This is an optimization exercise on Yosys and OpenROAD, whose aim is small area, a short achievable clock period and few clock cycles per item, not a production implementation.
Only simulation tests tie the RTL to the original design; equivalence was not proved.

==> run X <==
Design median_filter, start of the top module:
module median_filter #(
  parameter WIDTH = 8,
  parameter P_WIN = 5
) (
  input  logic [WIDTH*P_WIN*P_WIN-1:0]  filter_win_in,
  input  logic                          filter_in_vld,
  output logic                          filter_in_rdy,
  output logic [WIDTH-1:0]              filter_data_out,
  output logic                          filter_out_vld,
  input  logic                          filter_out_rdy,
  input  logic [5:0]                    r_mf_threshold,
  input  logic clk,
  input  logic rst_n
);
clock: 8.5 ns
lec_check: 0
abc_area: 1
cap_margin: 20
core_margin: 2
core_utilization: 60
setup_slack_margin: 3.6
slew_margin: 20
standard.sh (not shown) runs the stock make flow with config.mk's settings and CLKGATE_MAP_FILE= SYNTH_SCRIPT=/design/flow/synth_recipe.tcl, a recipe that flattens the netlist after the stock synthesis.
==> flow/flow/run.sh <==
#!/bin/bash
# The standard layout (the standard.sh: standard synthesis, ORFS place, CTS and route),
# with two changes: the port buffers that global placement inserts on every input and output
# are sky130_fd_sc_hd__buf_1 instead of the cell buffer_ports picks by default (the resizer
# may still upsize them), and clock tree synthesis uses larger sink clusters and no dummy
# loads. make's full output goes to flow.log here.
set -euo pipefail
bash standard.sh \
  BUFFER_PORTS_ARGS="-buffer_cell sky130_fd_sc_hd__buf_1" \
  CTS_ARGS="-sink_clustering_enable -repair_clock_nets -sink_clustering_size 24 -sink_clustering_max_diameter 100 -dont_use_dummy_load" \
  finish > flow.log 2>&1
==> inputs of run Z, as changes to run X <==
Settings changed: SETUP_SLACK_MARGIN 3.6 to 4.0.
==> inputs of run F, as changes to run X <==
--- a/flow/design.v
+++ b/flow/design.v
@@ -11,17 +11,17 @@
   input  logic [5:0]                    r_mf_threshold,
   input  logic clk,
   input  logic rst_n
 );
 localparam int LAT = 3;    
 localparam int CAP = 4;    
 localparam int CW  = 3;
 wire acc = filter_in_vld & filter_in_rdy;
-wire [4:0] rc0 = r_mf_threshold[5] ? 5'd0 : ~r_mf_threshold[4:0];
+wire [5:0] rc0 = ~r_mf_threshold;
 wire v0 = acc;
 wire [7:0] e0_0 = filter_win_in[7:0];
 wire [7:0] e0_1 = filter_win_in[15:8];
 wire [7:0] e0_2 = filter_win_in[23:16];
 wire [7:0] e0_3 = filter_win_in[31:24];
 wire [7:0] e0_4 = filter_win_in[39:32];
 wire [7:0] e0_5 = filter_win_in[47:40];
 wire [7:0] e0_6 = filter_win_in[55:48];
@@ -104,17 +104,17 @@
 wire s0a_f20s = s0a_f20v[0];
 wire s0a_f20c = s0a_f20v[1];
 wire [1:0] s0a_f21v = {1'b0, s0a_f19s} + {1'b0, s0a_f18c} + {1'b0, s0a_f20s};
 wire s0a_f21s = s0a_f21v[0];
 wire s0a_f21c = s0a_f21v[1];
 wire [1:0] s0a_f22v = {1'b0, rc0[3]} + {1'b0, s0a_f19c} + {1'b0, s0a_f20c};
 wire s0a_f22s = s0a_f22v[0];
 wire s0a_f22c = s0a_f22v[1];
-wire [5:0] s0a = {1'b0, rc0[4], s0a_f21c, s0a_f21s, s0a_f18s, s0a_f9s} + {1'b0, s0a_f22c, s0a_f22s, 1'b0, 1'b0, s0a_f12s};
+wire [6:0] s0a = {1'b0, rc0[5], rc0[4], s0a_f21c, s0a_f21s, s0a_f18s, s0a_f9s} + {1'b0, 1'b0, s0a_f22c, s0a_f22s, 1'b0, 1'b0, s0a_f12s};
 wire [1:0] s0b_f1v = {1'b0, e0_0[7]} + {1'b0, e0_10[7]} + {1'b0, e0_11[7]};
 wire s0b_f1s = s0b_f1v[0];
 wire s0b_f1c = s0b_f1v[1];
 wire [1:0] s0b_f2v = {1'b0, e0_12[7]} + {1'b0, e0_13[7]} + {1'b0, e0_14[7]};
 wire s0b_f2s = s0b_f2v[0];
 wire s0b_f2c = s0b_f2v[1];
 wire [1:0] s0b_f3v = {1'b0, e0_15[7]} + {1'b0, e0_16[7]} + {1'b0, e0_17[7]};
 wire s0b_f3s = s0b_f3v[0];
@@ -171,17 +171,17 @@
 wire s0b_f20s = s0b_f20v[0];
 wire s0b_f20c = s0b_f20v[1];
 wire [1:0] s0b_f21v = {1'b0, s0b_f19s} + {1'b0, s0b_f18c} + {1'b0, s0b_f20s};
 wire s0b_f21s = s0b_f21v[0];
 wire s0b_f21c = s0b_f21v[1];
 wire [1:0] s0b_f22v = {1'b0, rc0[3]} + {1'b0, s0b_f19c} + {1'b0, s0b_f20c};
 wire s0b_f22s = s0b_f22v[0];
 wire s0b_f22c = s0b_f22v[1];
-wire [5:0] s0b = {1'b0, rc0[4], s0b_f21c, s0b_f21s, s0b_f18s, s0b_f9s} + {1'b0, s0b_f22c, s0b_f22s, 1'b0, 1'b0, s0b_f12s};
+wire [6:0] s0b = {1'b0, rc0[5], rc0[4], s0b_f21c, s0b_f21s, s0b_f18s, s0b_f9s} + {1'b0, 1'b0, s0b_f22c, s0b_f22s, 1'b0, 1'b0, s0b_f12s};
 wire [1:0] s0c_f1v = {1'b0, ((e0_0[7] | e0_0[6]))} + {1'b0, ((e0_10[7] | e0_10[6]))} + {1'b0, ((e0_11[7] | e0_11[6]))};
 wire s0c_f1s = s0c_f1v[0];
 wire s0c_f1c = s0c_f1v[1];
 wire [1:0] s0c_f2v = {1'b0, ((e0_12[7] | e0_12[6]))} + {1'b0, ((e0_13[7] | e0_13[6]))} + {1'b0, ((e0_14[7] | e0_14[6]))};
 wire s0c_f2s = s0c_f2v[0];
 wire s0c_f2c = s0c_f2v[1];
 wire [1:0] s0c_f3v = {1'b0, ((e0_15[7] | e0_15[6]))} + {1'b0, ((e0_16[7] | e0_16[6]))} + {1'b0, ((e0_17[7] | e0_17[6]))};
 wire s0c_f3s = s0c_f3v[0];
@@ -238,19 +238,19 @@
 wire s0c_f20s = s0c_f20v[0];
 wire s0c_f20c = s0c_f20v[1];
 wire [1:0] s0c_f21v = {1'b0, s0c_f19s} + {1'b0, s0c_f18c} + {1'b0, s0c_f20s};
 wire s0c_f21s = s0c_f21v[0];
 wire s0c_f21c = s0c_f21v[1];
 wire [1:0] s0c_f22v = {1'b0, rc0[3]} + {1'b0, s0c_f19c} + {1'b0, s0c_f20c};
 wire s0c_f22s = s0c_f22v[0];
 wire s0c_f22c = s0c_f22v[1];
-wire [5:0] s0c = {1'b0, rc0[4], s0c_f21c, s0c_f21s, s0c_f18s, s0c_f9s} + {1'b0, s0c_f22c, s0c_f22s, 1'b0, 1'b0, s0c_f12s};
-wire [7:6] d0 = {s0b[5], s0a[5] | (s0c[5] & ~s0b[5])};
-wire [4:0] rc1n = s0a[5] ? rc0 : s0b[5] ? s0a[4:0] : s0c[5] ? s0b[4:0] : s0c[4:0];
+wire [6:0] s0c = {1'b0, rc0[5], rc0[4], s0c_f21c, s0c_f21s, s0c_f18s, s0c_f9s} + {1'b0, 1'b0, s0c_f22c, s0c_f22s, 1'b0, 1'b0, s0c_f12s};
+wire [7:6] d0 = {s0b[6], s0a[6] | (s0c[6] & ~s0b[6])};
+wire [5:0] rc1n = s0a[6] ? rc0 : s0b[6] ? s0a[5:0] : s0c[6] ? s0b[5:0] : s0c[5:0];
 wire [7:6] r1n = d0;
 wire q1n_0 = (e0_0[7:6] == d0);
 wire q1n_1 = (e0_1[7:6] == d0);
 wire q1n_2 = (e0_2[7:6] == d0);
 wire q1n_3 = (e0_3[7:6] == d0);
 wire q1n_4 = (e0_4[7:6] == d0);
 wire q1n_5 = (e0_5[7:6] == d0);
 wire q1n_6 = (e0_6[7:6] == d0);
@@ -267,17 +267,17 @@
 wire q1n_17 = (e0_17[7:6] == d0);
 wire q1n_18 = (e0_18[7:6] == d0);
 wire q1n_19 = (e0_19[7:6] == d0);
 wire q1n_20 = (e0_20[7:6] == d0);
 wire q1n_21 = (e0_21[7:6] == d0);
 wire q1n_22 = (e0_22[7:6] == d0);
 wire q1n_23 = (e0_23[7:6] == d0);
 wire q1n_24 = (e0_24[7:6] == d0);
-logic [4:0] rc1;
+logic [5:0] rc1;
 logic [7:6] r1;
 logic v1;
 logic [5:0] e1_0;
 logic q1_0;
 logic [5:0] e1_1;
 logic q1_1;
 logic [5:0] e1_2;
 logic q1_2;
@@ -442,17 +442,17 @@
 wire s1a_f20s = s1a_f20v[0];
 wire s1a_f20c = s1a_f20v[1];
 wire [1:0] s1a_f21v = {1'b0, s1a_f19s} + {1'b0, s1a_f18c} + {1'b0, s1a_f20s};
 wire s1a_f21s = s1a_f21v[0];
 wire s1a_f21c = s1a_f21v[1];
 wire [1:0] s1a_f22v = {1'b0, rc1[3]} + {1'b0, s1a_f19c} + {1'b0, s1a_f20c};
 wire s1a_f22s = s1a_f22v[0];
 wire s1a_f22c = s1a_f22v[1];
-wire [5:0] s1a = {1'b0, rc1[4], s1a_f21c, s1a_f21s, s1a_f18s, s1a_f9s} + {1'b0, s1a_f22c, s1a_f22s, 1'b0, 1'b0, s1a_f12s};
+wire [6:0] s1a = {1'b0, rc1[5], rc1[4], s1a_f21c, s1a_f21s, s1a_f18s, s1a_f9s} + {1'b0, 1'b0, s1a_f22c, s1a_f22s, 1'b0, 1'b0, s1a_f12s};
 wire [1:0] s1b_f1v = {1'b0, (q1_0 & e1_0[5])} + {1'b0, (q1_1 & e1_1[5])} + {1'b0, (q1_10 & e1_10[5])};
 wire s1b_f1s = s1b_f1v[0];
 wire s1b_f1c = s1b_f1v[1];
 wire [1:0] s1b_f2v = {1'b0, (q1_11 & e1_11[5])} + {1'b0, (q1_12 & e1_12[5])} + {1'b0, (q1_13 & e1_13[5])};
 wire s1b_f2s = s1b_f2v[0];
 wire s1b_f2c = s1b_f2v[1];
 wire [1:0] s1b_f3v = {1'b0, (q1_14 & e1_14[5])} + {1'b0, (q1_15 & e1_15[5])} + {1'b0, (q1_16 & e1_16[5])};
 wire s1b_f3s = s1b_f3v[0];
@@ -509,17 +509,17 @@
 wire s1b_f20s = s1b_f20v[0];
 wire s1b_f20c = s1b_f20v[1];
 wire [1:0] s1b_f21v = {1'b0, s1b_f19s} + {1'b0, s1b_f18c} + {1'b0, s1b_f20s};
 wire s1b_f21s = s1b_f21v[0];
 wire s1b_f21c = s1b_f21v[1];
 wire [1:0] s1b_f22v = {1'b0, rc1[3]} + {1'b0, s1b_f19c} + {1'b0, s1b_f20c};
 wire s1b_f22s = s1b_f22v[0];
 wire s1b_f22c = s1b_f22v[1];
-wire [5:0] s1b = {1'b0, rc1[4], s1b_f21c, s1b_f21s, s1b_f18s, s1b_f9s} + {1'b0, s1b_f22c, s1b_f22s, 1'b0, 1'b0, s1b_f12s};
+wire [6:0] s1b = {1'b0, rc1[5], rc1[4], s1b_f21c, s1b_f21s, s1b_f18s, s1b_f9s} + {1'b0, 1'b0, s1b_f22c, s1b_f22s, 1'b0, 1'b0, s1b_f12s};
 wire [1:0] s1c_f1v = {1'b0, (q1_0 & (e1_0[5] | e1_0[4]))} + {1'b0, (q1_1 & (e1_1[5] | e1_1[4]))} + {1'b0, (q1_10 & (e1_10[5] | e1_10[4]))};
 wire s1c_f1s = s1c_f1v[0];
 wire s1c_f1c = s1c_f1v[1];
 wire [1:0] s1c_f2v = {1'b0, (q1_11 & (e1_11[5] | e1_11[4]))} + {1'b0, (q1_12 & (e1_12[5] | e1_12[4]))} + {1'b0, (q1_13 & (e1_13[5] | e1_13[4]))};
 wire s1c_f2s = s1c_f2v[0];
 wire s1c_f2c = s1c_f2v[1];
 wire [1:0] s1c_f3v = {1'b0, (q1_14 & (e1_14[5] | e1_14[4]))} + {1'b0, (q1_15 & (e1_15[5] | e1_15[4]))} + {1'b0, (q1_16 & (e1_16[5] | e1_16[4]))};
 wire s1c_f3s = s1c_f3v[0];
@@ -576,19 +576,19 @@
 wire s1c_f20s = s1c_f20v[0];
 wire s1c_f20c = s1c_f20v[1];
 wire [1:0] s1c_f21v = {1'b0, s1c_f19s} + {1'b0, s1c_f18c} + {1'b0, s1c_f20s};
 wire s1c_f21s = s1c_f21v[0];
 wire s1c_f21c = s1c_f21v[1];
 wire [1:0] s1c_f22v = {1'b0, rc1[3]} + {1'b0, s1c_f19c} + {1'b0, s1c_f20c};
 wire s1c_f22s = s1c_f22v[0];
 wire s1c_f22c = s1c_f22v[1];
-wire [5:0] s1c = {1'b0, rc1[4], s1c_f21c, s1c_f21s, s1c_f18s, s1c_f9s} + {1'b0, s1c_f22c, s1c_f22s, 1'b0, 1'b0, s1c_f12s};
-wire [5:4] d1 = {s1b[5], s1a[5] | (s1c[5] & ~s1b[5])};
-wire [4:0] rc2n = s1a[5] ? rc1 : s1b[5] ? s1a[4:0] : s1c[5] ? s1b[4:0] : s1c[4:0];
+wire [6:0] s1c = {1'b0, rc1[5], rc1[4], s1c_f21c, s1c_f21s, s1c_f18s, s1c_f9s} + {1'b0, 1'b0, s1c_f22c, s1c_f22s, 1'b0, 1'b0, s1c_f12s};
+wire [5:4] d1 = {s1b[6], s1a[6] | (s1c[6] & ~s1b[6])};
+wire [5:0] rc2n = s1a[6] ? rc1 : s1b[6] ? s1a[5:0] : s1c[6] ? s1b[5:0] : s1c[5:0];
 wire [7:4] r2n = {r1, d1};
 wire q2n_0 = q1_0 & (e1_0[5:4] == d1);
 wire q2n_1 = q1_1 & (e1_1[5:4] == d1);
 wire q2n_2 = q1_2 & (e1_2[5:4] == d1);
 wire q2n_3 = q1_3 & (e1_3[5:4] == d1);
 wire q2n_4 = q1_4 & (e1_4[5:4] == d1);
 wire q2n_5 = q1_5 & (e1_5[5:4] == d1);
 wire q2n_6 = q1_6 & (e1_6[5:4] == d1);
@@ -605,17 +605,17 @@
 wire q2n_17 = q1_17 & (e1_17[5:4] == d1);
 wire q2n_18 = q1_18 & (e1_18[5:4] == d1);
 wire q2n_19 = q1_19 & (e1_19[5:4] == d1);
 wire q2n_20 = q1_20 & (e1_20[5:4] == d1);
 wire q2n_21 = q1_21 & (e1_21[5:4] == d1);
 wire q2n_22 = q1_22 & (e1_22[5:4] == d1);
 wire q2n_23 = q1_23 & (e1_23[5:4] == d1);
 wire q2n_24 = q1_24 & (e1_24[5:4] == d1);
-logic [4:0] rc2;
+logic [5:0] rc2;
 logic [7:4] r2;
 logic v2;
 logic [3:0] e2_0;
 logic q2_0;
 logic [3:0] e2_1;
 logic q2_1;
 logic [3:0] e2_2;
 logic q2_2;
@@ -780,17 +780,17 @@
 wire s2a_f20s = s2a_f20v[0];
 wire s2a_f20c = s2a_f20v[1];
 wire [1:0] s2a_f21v = {1'b0, s2a_f19s} + {1'b0, s2a_f18c} + {1'b0, s2a_f20s};
 wire s2a_f21s = s2a_f21v[0];
 wire s2a_f21c = s2a_f21v[1];
 wire [1:0] s2a_f22v = {1'b0, rc2[3]} + {1'b0, s2a_f19c} + {1'b0, s2a_f20c};
 wire s2a_f22s = s2a_f22v[0];
 wire s2a_f22c = s2a_f22v[1];
-wire [5:0] s2a = {1'b0, rc2[4], s2a_f21c, s2a_f21s, s2a_f18s, s2a_f9s} + {1'b0, s2a_f22c, s2a_f22s, 1'b0, 1'b0, s2a_f12s};
+wire [6:0] s2a = {1'b0, rc2[5], rc2[4], s2a_f21c, s2a_f21s, s2a_f18s, s2a_f9s} + {1'b0, 1'b0, s2a_f22c, s2a_f22s, 1'b0, 1'b0, s2a_f12s};
 wire [1:0] s2b_f1v = {1'b0, (q2_0 & e2_0[3])} + {1'b0, (q2_1 & e2_1[3])} + {1'b0, (q2_10 & e2_10[3])};
 wire s2b_f1s = s2b_f1v[0];
 wire s2b_f1c = s2b_f1v[1];
 wire [1:0] s2b_f2v = {1'b0, (q2_11 & e2_11[3])} + {1'b0, (q2_12 & e2_12[3])} + {1'b0, (q2_13 & e2_13[3])};
 wire s2b_f2s = s2b_f2v[0];
 wire s2b_f2c = s2b_f2v[1];
 wire [1:0] s2b_f3v = {1'b0, (q2_14 & e2_14[3])} + {1'b0, (q2_15 & e2_15[3])} + {1'b0, (q2_16 & e2_16[3])};
 wire s2b_f3s = s2b_f3v[0];
@@ -847,17 +847,17 @@
 wire s2b_f20s = s2b_f20v[0];
 wire s2b_f20c = s2b_f20v[1];
 wire [1:0] s2b_f21v = {1'b0, s2b_f19s} + {1'b0, s2b_f18c} + {1'b0, s2b_f20s};
 wire s2b_f21s = s2b_f21v[0];
 wire s2b_f21c = s2b_f21v[1];
 wire [1:0] s2b_f22v = {1'b0, rc2[3]} + {1'b0, s2b_f19c} + {1'b0, s2b_f20c};
 wire s2b_f22s = s2b_f22v[0];
 wire s2b_f22c = s2b_f22v[1];
-wire [5:0] s2b = {1'b0, rc2[4], s2b_f21c, s2b_f21s, s2b_f18s, s2b_f9s} + {1'b0, s2b_f22c, s2b_f22s, 1'b0, 1'b0, s2b_f12s};
+wire [6:0] s2b = {1'b0, rc2[5], rc2[4], s2b_f21c, s2b_f21s, s2b_f18s, s2b_f9s} + {1'b0, 1'b0, s2b_f22c, s2b_f22s, 1'b0, 1'b0, s2b_f12s};
 wire [1:0] s2c_f1v = {1'b0, (q2_0 & (e2_0[3] | e2_0[2]))} + {1'b0, (q2_1 & (e2_1[3] | e2_1[2]))} + {1'b0, (q2_10 & (e2_10[3] | e2_10[2]))};
 wire s2c_f1s = s2c_f1v[0];
 wire s2c_f1c = s2c_f1v[1];
 wire [1:0] s2c_f2v = {1'b0, (q2_11 & (e2_11[3] | e2_11[2]))} + {1'b0, (q2_12 & (e2_12[3] | e2_12[2]))} + {1'b0, (q2_13 & (e2_13[3] | e2_13[2]))};
 wire s2c_f2s = s2c_f2v[0];
 wire s2c_f2c = s2c_f2v[1];
 wire [1:0] s2c_f3v = {1'b0, (q2_14 & (e2_14[3] | e2_14[2]))} + {1'b0, (q2_15 & (e2_15[3] | e2_15[2]))} + {1'b0, (q2_16 & (e2_16[3] | e2_16[2]))};
 wire s2c_f3s = s2c_f3v[0];
@@ -914,19 +914,19 @@
 wire s2c_f20s = s2c_f20v[0];
 wire s2c_f20c = s2c_f20v[1];
 wire [1:0] s2c_f21v = {1'b0, s2c_f19s} + {1'b0, s2c_f18c} + {1'b0, s2c_f20s};
 wire s2c_f21s = s2c_f21v[0];
 wire s2c_f21c = s2c_f21v[1];
 wire [1:0] s2c_f22v = {1'b0, rc2[3]} + {1'b0, s2c_f19c} + {1'b0, s2c_f20c};
 wire s2c_f22s = s2c_f22v[0];
 wire s2c_f22c = s2c_f22v[1];
-wire [5:0] s2c = {1'b0, rc2[4], s2c_f21c, s2c_f21s, s2c_f18s, s2c_f9s} + {1'b0, s2c_f22c, s2c_f22s, 1'b0, 1'b0, s2c_f12s};
-wire [3:2] d2 = {s2b[5], s2a[5] | (s2c[5] & ~s2b[5])};
-wire [4:0] rc3n = s2a[5] ? rc2 : s2b[5] ? s2a[4:0] : s2c[5] ? s2b[4:0] : s2c[4:0];
+wire [6:0] s2c = {1'b0, rc2[5], rc2[4], s2c_f21c, s2c_f21s, s2c_f18s, s2c_f9s} + {1'b0, 1'b0, s2c_f22c, s2c_f22s, 1'b0, 1'b0, s2c_f12s};
+wire [3:2] d2 = {s2b[6], s2a[6] | (s2c[6] & ~s2b[6])};
+wire [5:0] rc3n = s2a[6] ? rc2 : s2b[6] ? s2a[5:0] : s2c[6] ? s2b[5:0] : s2c[5:0];
 wire [7:2] r3n = {r2, d2};
 wire q3n_0 = q2_0 & (e2_0[3:2] == d2);
 wire q3n_1 = q2_1 & (e2_1[3:2] == d2);
 wire q3n_2 = q2_2 & (e2_2[3:2] == d2);
 wire q3n_3 = q2_3 & (e2_3[3:2] == d2);
 wire q3n_4 = q2_4 & (e2_4[3:2] == d2);
 wire q3n_5 = q2_5 & (e2_5[3:2] == d2);
 wire q3n_6 = q2_6 & (e2_6[3:2] == d2);
@@ -943,17 +943,17 @@
 wire q3n_17 = q2_17 & (e2_17[3:2] == d2);
 wire q3n_18 = q2_18 & (e2_18[3:2] == d2);
 wire q3n_19 = q2_19 & (e2_19[3:2] == d2);
 wire q3n_20 = q2_20 & (e2_20[3:2] == d2);
 wire q3n_21 = q2_21 & (e2_21[3:2] == d2);
 wire q3n_22 = q2_22 & (e2_22[3:2] == d2);
 wire q3n_23 = q2_23 & (e2_23[3:2] == d2);
 wire q3n_24 = q2_24 & (e2_24[3:2] == d2);
-logic [4:0] rc3;
+logic [5:0] rc3;
 logic [7:2] r3;
 logic v3;
 logic [1:0] e3_0;
 logic [1:0] e3_1;
 logic [1:0] e3_2;
 logic [1:0] e3_3;
 logic [1:0] e3_4;
 logic [1:0] e3_5;
@@ -1068,17 +1068,17 @@
 wire s3a_f20s = s3a_f20v[0];
 wire s3a_f20c = s3a_f20v[1];
 wire [1:0] s3a_f21v = {1'b0, s3a_f19s} + {1'b0, s3a_f18c} + {1'b0, s3a_f20s};
 wire s3a_f21s = s3a_f21v[0];
 wire s3a_f21c = s3a_f21v[1];
 wire [1:0] s3a_f22v = {1'b0, rc3[3]} + {1'b0, s3a_f19c} + {1'b0, s3a_f20c};
 wire s3a_f22s = s3a_f22v[0];
 wire s3a_f22c = s3a_f22v[1];
-wire [5:0] s3a = {1'b0, rc3[4], s3a_f21c, s3a_f21s, s3a_f18s, s3a_f9s} + {1'b0, s3a_f22c, s3a_f22s, 1'b0, 1'b0, s3a_f12s};
+wire [6:0] s3a = {1'b0, rc3[5], rc3[4], s3a_f21c, s3a_f21s, s3a_f18s, s3a_f9s} + {1'b0, 1'b0, s3a_f22c, s3a_f22s, 1'b0, 1'b0, s3a_f12s};
 wire [1:0] s3b_f1v = {1'b0, e3_0[1]} + {1'b0, e3_10[1]} + {1'b0, e3_11[1]};
 wire s3b_f1s = s3b_f1v[0];
 wire s3b_f1c = s3b_f1v[1];
 wire [1:0] s3b_f2v = {1'b0, e3_12[1]} + {1'b0, e3_13[1]} + {1'b0, e3_14[1]};
 wire s3b_f2s = s3b_f2v[0];
 wire s3b_f2c = s3b_f2v[1];
 wire [1:0] s3b_f3v = {1'b0, e3_15[1]} + {1'b0, e3_16[1]} + {1'b0, e3_17[1]};
 wire s3b_f3s = s3b_f3v[0];
@@ -1135,17 +1135,17 @@
 wire s3b_f20s = s3b_f20v[0];
 wire s3b_f20c = s3b_f20v[1];
 wire [1:0] s3b_f21v = {1'b0, s3b_f19s} + {1'b0, s3b_f18c} + {1'b0, s3b_f20s};
 wire s3b_f21s = s3b_f21v[0];
 wire s3b_f21c = s3b_f21v[1];
 wire [1:0] s3b_f22v = {1'b0, rc3[3]} + {1'b0, s3b_f19c} + {1'b0, s3b_f20c};
 wire s3b_f22s = s3b_f22v[0];
 wire s3b_f22c = s3b_f22v[1];
-wire [5:0] s3b = {1'b0, rc3[4], s3b_f21c, s3b_f21s, s3b_f18s, s3b_f9s} + {1'b0, s3b_f22c, s3b_f22s, 1'b0, 1'b0, s3b_f12s};
+wire [6:0] s3b = {1'b0, rc3[5], rc3[4], s3b_f21c, s3b_f21s, s3b_f18s, s3b_f9s} + {1'b0, 1'b0, s3b_f22c, s3b_f22s, 1'b0, 1'b0, s3b_f12s};
 wire [1:0] s3c_f1v = {1'b0, ((e3_0[1] | e3_0[0]))} + {1'b0, ((e3_10[1] | e3_10[0]))} + {1'b0, ((e3_11[1] | e3_11[0]))};
 wire s3c_f1s = s3c_f1v[0];
 wire s3c_f1c = s3c_f1v[1];
 wire [1:0] s3c_f2v = {1'b0, ((e3_12[1] | e3_12[0]))} + {1'b0, ((e3_13[1] | e3_13[0]))} + {1'b0, ((e3_14[1] | e3_14[0]))};
 wire s3c_f2s = s3c_f2v[0];
 wire s3c_f2c = s3c_f2v[1];
 wire [1:0] s3c_f3v = {1'b0, ((e3_15[1] | e3_15[0]))} + {1'b0, ((e3_16[1] | e3_16[0]))} + {1'b0, ((e3_17[1] | e3_17[0]))};
 wire s3c_f3s = s3c_f3v[0];
@@ -1202,21 +1202,21 @@
 wire s3c_f20s = s3c_f20v[0];
 wire s3c_f20c = s3c_f20v[1];
 wire [1:0] s3c_f21v = {1'b0, s3c_f19s} + {1'b0, s3c_f18c} + {1'b0, s3c_f20s};
 wire s3c_f21s = s3c_f21v[0];
 wire s3c_f21c = s3c_f21v[1];
 wire [1:0] s3c_f22v = {1'b0, rc3[3]} + {1'b0, s3c_f19c} + {1'b0, s3c_f20c};
 wire s3c_f22s = s3c_f22v[0];
 wire s3c_f22c = s3c_f22v[1];
-wire [5:0] s3c = {1'b0, rc3[4], s3c_f21c, s3c_f21s, s3c_f18s, s3c_f9s} + {1'b0, s3c_f22c, s3c_f22s, 1'b0, 1'b0, s3c_f12s};
-wire [1:0] d3 = {s3b[5], s3a[5] | (s3c[5] & ~s3b[5])};
-wire [4:0] rc4n = s3a[5] ? rc3 : s3b[5] ? s3a[4:0] : s3c[5] ? s3b[4:0] : s3c[4:0];
+wire [6:0] s3c = {1'b0, rc3[5], rc3[4], s3c_f21c, s3c_f21s, s3c_f18s, s3c_f9s} + {1'b0, 1'b0, s3c_f22c, s3c_f22s, 1'b0, 1'b0, s3c_f12s};
+wire [1:0] d3 = {s3b[6], s3a[6] | (s3c[6] & ~s3b[6])};
+wire [5:0] rc4n = s3a[6] ? rc3 : s3b[6] ? s3a[5:0] : s3c[6] ? s3b[5:0] : s3c[5:0];
 wire [7:0] r4n = {r3, d3};
-wire [4:0] rc4 = rc4n;
+wire [5:0] rc4 = rc4n;
 wire [7:0] r4 = r4n;
 wire v4 = v3;
 wire [7:0] res     = r4;
 wire       res_vld = v4;
 logic [7:0]     q  [CAP];
 logic [CAP-1:0] qv;
 logic [CW-1:0]  cnt;       
 wire take = qv[0] & filter_out_rdy;
Settings changed: ABC_AREA 1 to unset, ABC_CLOCK_PERIOD_IN_PS set to 5000, SETUP_SLACK_MARGIN 3.6 to 3.0.
==> inputs of run G, as changes to run X <==
Settings changed: CORE_UTILIZATION 60 to 70.
==> comparison table <==
item	run F	run X	run G	run Z
Area growth syn-to-layout	12.2%	12.6%	12.5%	17.0%
Origin of the worst setup path	filter_win_in[47]	filter_win_in[119]	filter_win_in[102]	filter_win_in[86]
Share of the clock period used by the worst path	65.4%	57.7%	57.8%	56.9%
Cell with the biggest individual delay on the critical path	fa_1	fa_1	fa_2	fa_2
Post-synthesis average cell area	11.0 um^2	9.11 um^2	9.11 um^2	9.11 um^2
Status	complete, no violations	complete, no violations	complete, no violations	complete, no violations
Standard-cell rows	70	69	64	69
End point of the critical path	q1_1	q1_15	q1_13	q1_22
Number of instances in the synthesized netlist	2,005	2,370	2,370	2,370
Number of inserted diodes	1	3	1	1
Non-filler cells in the finished layout	2,709	3,077	3,011	3,105
Clock-cell share	2.22%	2.16%	2.16%	2.08%
# Taps	468	461	396	461
Testbench counts of run X, summed over its fixed seeds: cycles 3,232, items 3,200.
Testbench counts of run Z, summed over its fixed seeds: cycles 3,232, items 3,200.
Testbench counts of run F, summed over its fixed seeds: cycles 3,232, items 3,200.
Testbench counts of run G, summed over its fixed seeds: cycles 3,232, items 3,200.

==> re-timing with driven ports <==
Ports are ideal in the flow. The routed layouts listed here were re-timed in OpenROAD.
Step 1: set_driving_cell puts a clkbuf_16 on clk and a buf_2 on each other input, an assumption about the parent block.
Step 2 adds t to the input delays and takes it off the output delays; t is the mean of the earliest and latest rising clock arrival at the registers after step 1. Input paths then give back, and output paths get back, about the clock's delay inside the block.
Slacks: no drivers / after step 1 / after step 2; pairs: no drivers / after step 1.
run	shift t [ns]	slack for setup (ns)	worst hold slack (ns)	latest minus earliest clock arrival (ns)	slew at the worst register clock pin (ns)
run X	0.587	3.600 / 3.611 / 3.023	0.332 / 0.332 / 0.332	0.037 / 0.037	0.09 / 0.09
run Z	0.597	3.665 / 3.674 / 3.077	0.320 / 0.320 / 0.320	0.028 / 0.028	0.09 / 0.09
run F	0.593	2.939 / 2.957 / 2.365	0.306 / 0.306 / 0.306	0.060 / 0.059	0.09 / 0.09
run G	0.591	3.589 / 3.612 / 3.022	0.322 / 0.322 / 0.322	0.037 / 0.037	0.10 / 0.10
After both steps every run listed still meets setup and hold. For run Z, which loses most, drivers alone change the setup slack by +0.009 ns; drivers and shift together by -0.588 ns.
